This is an optimization exercise on Yosys and OpenROAD, whose aim is small area and a short achievable clock period, not a production implementation.
The RTL was checked by simulation tests, not by an equivalence proof against the original design.
Power is estimated from default activity; no workload was simulated.

== 06-17 ==
## KF6845
module KF6845 (
    input   logic           clock,
    input   logic           video_clock_enable,
    input   logic           reset,
    input   logic           CS_N,
    input   logic           RS,
    input   logic           ENABLE,
    input   logic           R_OR_W,
    input   logic   [7:0]   D_IN,
    output  logic   [7:0]   D_OUT,
    input   logic           LPSTB,
    output  logic           CURSOR,
    output  logic           HSYNC,
    output  logic           VSYNC,
    output  logic   [4:0]   RA,
    output  logic   [13:0]  MA,
    output  logic           DE
);
For scale: ~1500 cells after synthesis, about 260 flip-flops, about 47 I/O pins.
clock: 4.0 ns
lec_check: 0
abc_area: 1
cap_margin: 20
core_margin: 2
core_utilization: 60
place_density: 0.75
setup_slack_margin: 2.05
slew_margin: 20
standard.sh (not shown) runs the stock make flow with config.mk's settings and CLKGATE_MAP_FILE= SYNTH_SCRIPT=/design/flow/synth_recipe.tcl, a recipe that flattens the netlist after the stock synthesis.
==> flow/flow/run.sh <==
#!/bin/bash
set -euo pipefail
export BUFFER_PORTS_ARGS="-buffer_cell sky130_fd_sc_hd__buf_4"
export CTS_ARGS="-sink_clustering_enable -repair_clock_nets -sink_clustering_size 16 -sink_clustering_max_diameter 60 -buf_list sky130_fd_sc_hd__clkbuf_8 -dont_use_dummy_load"
bash standard.sh finish > flow_make.log 2>&1
Here is what was changed in the inputs of 10-14 compared with 06-17.
diff --git a/flow/design.v b/flow/design.v
--- a/flow/design.v
+++ b/flow/design.v
@@ -14,37 +14,53 @@
     logic   [7:0]   latch_data;
     always_ff @(posedge clock) begin
         latch_data  <= D_IN;
     end
     assign  internal_data_bus   = latch_data;
     logic           wr_addr_arm;
     logic           wr_reg_arm;
+    logic           wr_vt_arm;
+    logic           wr_adj_arm;
+    logic           wr_msl_arm;
     wire    sel_wr  = ENABLE & ~CS_N & ~R_OR_W;
     assign  read_next   = ENABLE & ~CS_N &  R_OR_W & RS;
     always_ff @(posedge clock, posedge reset) begin
         if (reset) begin
             wr_addr_arm     <= 1'b0;
             wr_reg_arm      <= 1'b0;
+            wr_vt_arm       <= 1'b0;
+            wr_adj_arm      <= 1'b0;
+            wr_msl_arm      <= 1'b0;
         end
         else begin
             wr_addr_arm     <= sel_wr & ~RS;
             wr_reg_arm      <= sel_wr &  RS;
+            wr_vt_arm       <= sel_wr &  RS & (address == 5'h04);
+            wr_adj_arm      <= sel_wr &  RS & (address == 5'h05);
+            wr_msl_arm      <= sel_wr &  RS & (address == 5'h09);
         end
     end
     always_ff @(posedge clock, posedge reset) begin
         if (reset)
             address             <= 5'h00;
         else if (wr_addr_arm & ~ENABLE)
             address             <= latch_data[4:0];
     end
     wire    write_reg   = wr_reg_arm & ~ENABLE;
     genvar i;
     generate
         for (i = 0; i < 16; i = i + 1) begin : g_we
-            assign  write_register[i]   = write_reg & (address == i);
+            if (i == 4)
+                assign  write_register[i]   = wr_vt_arm & ~ENABLE;
+            else if (i == 5)
+                assign  write_register[i]   = wr_adj_arm & ~ENABLE;
+            else if (i == 9)
+                assign  write_register[i]   = wr_msl_arm & ~ENABLE;
+            else
+                assign  write_register[i]   = write_reg & (address == i);
         end
     endgenerate
 endmodule
 module KF6845_Horizontal_Control (
     input   logic           clock,
     input   logic           video_clock_enable,
     input   logic           reset,
@@ -207,14 +223,15 @@
         end
     end
     logic   [4:0]   scan_line_counter;
     logic   [6:0]   character_row_counter;
     logic           interlace_video;     
     logic           odd_or_even;
     logic           Vadjust;
+    logic           ra_base;
     logic   [3:0]   Vsync_counter;
     logic           Vsync_odd;
     logic           Vsync_even;
     logic           scan_line_match;
     logic           adjust_match;
     logic           adjust_match_m1;
     logic           row_match;
@@ -290,15 +307,15 @@
         if (reset) begin
             scan_line_counter       <= 5'h00;
             character_row_counter   <= 7'h00;
             interlace_video         <= 1'b0;
             odd_or_even             <= 1'b1;
             Vadjust                 <= 1'b0;
             V_Display               <= 1'b0;
-            RA                      <= 5'h00;
+            ra_base                 <= 1'b0;
             Vsync_counter           <= 4'h0;
             Vsync_odd               <= 1'b0;
             Vsync_even              <= 1'b0;
         end
         else begin
             V_Display               <= video_clock_enable ? v_display_event : v_display_hold;
             if (video_clock_enable) begin
@@ -313,19 +330,18 @@
                 if (V_total_at)
                     Vadjust             <= 1'b0;
                 else if (Scanline_End_at & row_match)
                     Vadjust             <= 1'b1;
                 if (Horizontal) begin
                     if (v_total_match | scan_line_match) begin
                         scan_line_counter   <= 5'h00;
-                        RA                  <= {4'h0, interlace_video & odd_or_even};
+                        ra_base             <= interlace_video & odd_or_even;
                     end
                     else begin
                         scan_line_counter   <= scan_line_counter + 5'h01;
-                        RA                  <= RA + {3'h0, interlace_video, ~interlace_video};
                     end
                     if (vsync_start) begin
                         Vsync_odd           <= 1'b1;
                         Vsync_counter       <= 4'h0;
                     end
                     else begin
                         if (&Vsync_counter)
@@ -335,14 +351,16 @@
                 end
                 if (Horizontal_Half)
                     Vsync_even          <= Vsync_odd;
             end
         end
     end
     assign  VSYNC   = odd_or_even ? Vsync_odd : Vsync_even;
+    assign  RA      = interlace_video ? {scan_line_counter[3:0], ra_base}
+                                   : scan_line_counter + {4'h0, ra_base};
 endmodule
 module KF6845_Linear_Address_Generator (
     input   logic           clock,
     input   logic           video_clock_enable,
     input   logic           reset,
     input   logic   [7:0]   internal_data_bus,
     input   logic           write_start_address_h_register,
@@ -594,22 +612,20 @@
             5'h0E:   read_data  = {2'b00, cursor_address[13:8]};
             5'h0F:   read_data  = cursor_address[7:0];
             5'h10:   read_data  = {2'b00, next_light_pen[13:8]};
             5'h11:   read_data  = next_light_pen[7:0];
             default: read_data  = 8'hFF;
         endcase
     end
-    logic   [7:0]   D_OUT_n;
     always_ff @(posedge clock, posedge reset) begin
         if (reset)
-            D_OUT_n <= 8'h00;
+            D_OUT   <= 8'hFF;
         else
-            D_OUT_n <= read_next ? ~read_data : 8'h00;
+            D_OUT   <= read_next ? read_data : 8'hFF;
     end
-    assign  D_OUT   = ~D_OUT_n;
     always_ff @(posedge clock, posedge reset) begin
         if (reset) begin
             CURSOR  <= 1'b0;
             HSYNC   <= 1'b0;
             VSYNC   <= 1'b0;
             RA      <= 5'h0;
             MA      <= 14'h0;
Notes after the runs:
Clock period minus final worst setup slack sits higher in 10-14 than in 06-17. In the flow results for 06-17 and 10-14, the worst-case register-to-register setup slack is smaller on 10-14. NOTE number of unique standard cell types used by synthesis 06-17->10-14 decreased by more than 10%. [compare] base=06-17 new=10-14: vertical die dimension comparable; final total power moved up; fraction of layout cells with a size suffix above 1 has increased; floorplan die width was more or less identical.

## re-timing with driven ports
The flow's constraints put no driver on any port. The routed layouts listed below were extracted and timed again, unchanged, in two steps.
Step 1 (the two cells are an assumption about what drives the block):
set clk [get_ports {clock}]
set_driving_cell -lib_cell sky130_fd_sc_hd__clkbuf_16 $clk
set_driving_cell -lib_cell sky130_fd_sc_hd__buf_2 [delete_from_list [all_inputs] $clk]
Step 2, shift: input delay + t, output delay - t, t = (earliest + latest rising clock arrival at the registers) / 2. This alone moves slack from input paths to output paths.
a / b / c = ideal ports / drivers / drivers and shift; a / b = the first two.
run | t (ns) | setup WS [ns] | hold slack, ns | worst register clock-pin slew, ns
06-17 | 0.569 | 2.069 / 2.050 / 1.552 | 0.286 / 0.264 / 0.426 | 0.10 / 0.10
10-14 | 0.590 | 1.984 / 1.937 / 1.624 | 0.351 / 0.328 / 0.458 | 0.11 / 0.11
After both steps every run listed still meets setup and hold. For 06-17, which loses most, drivers alone change the setup slack by -0.019 ns; drivers and shift together by -0.517 ns.
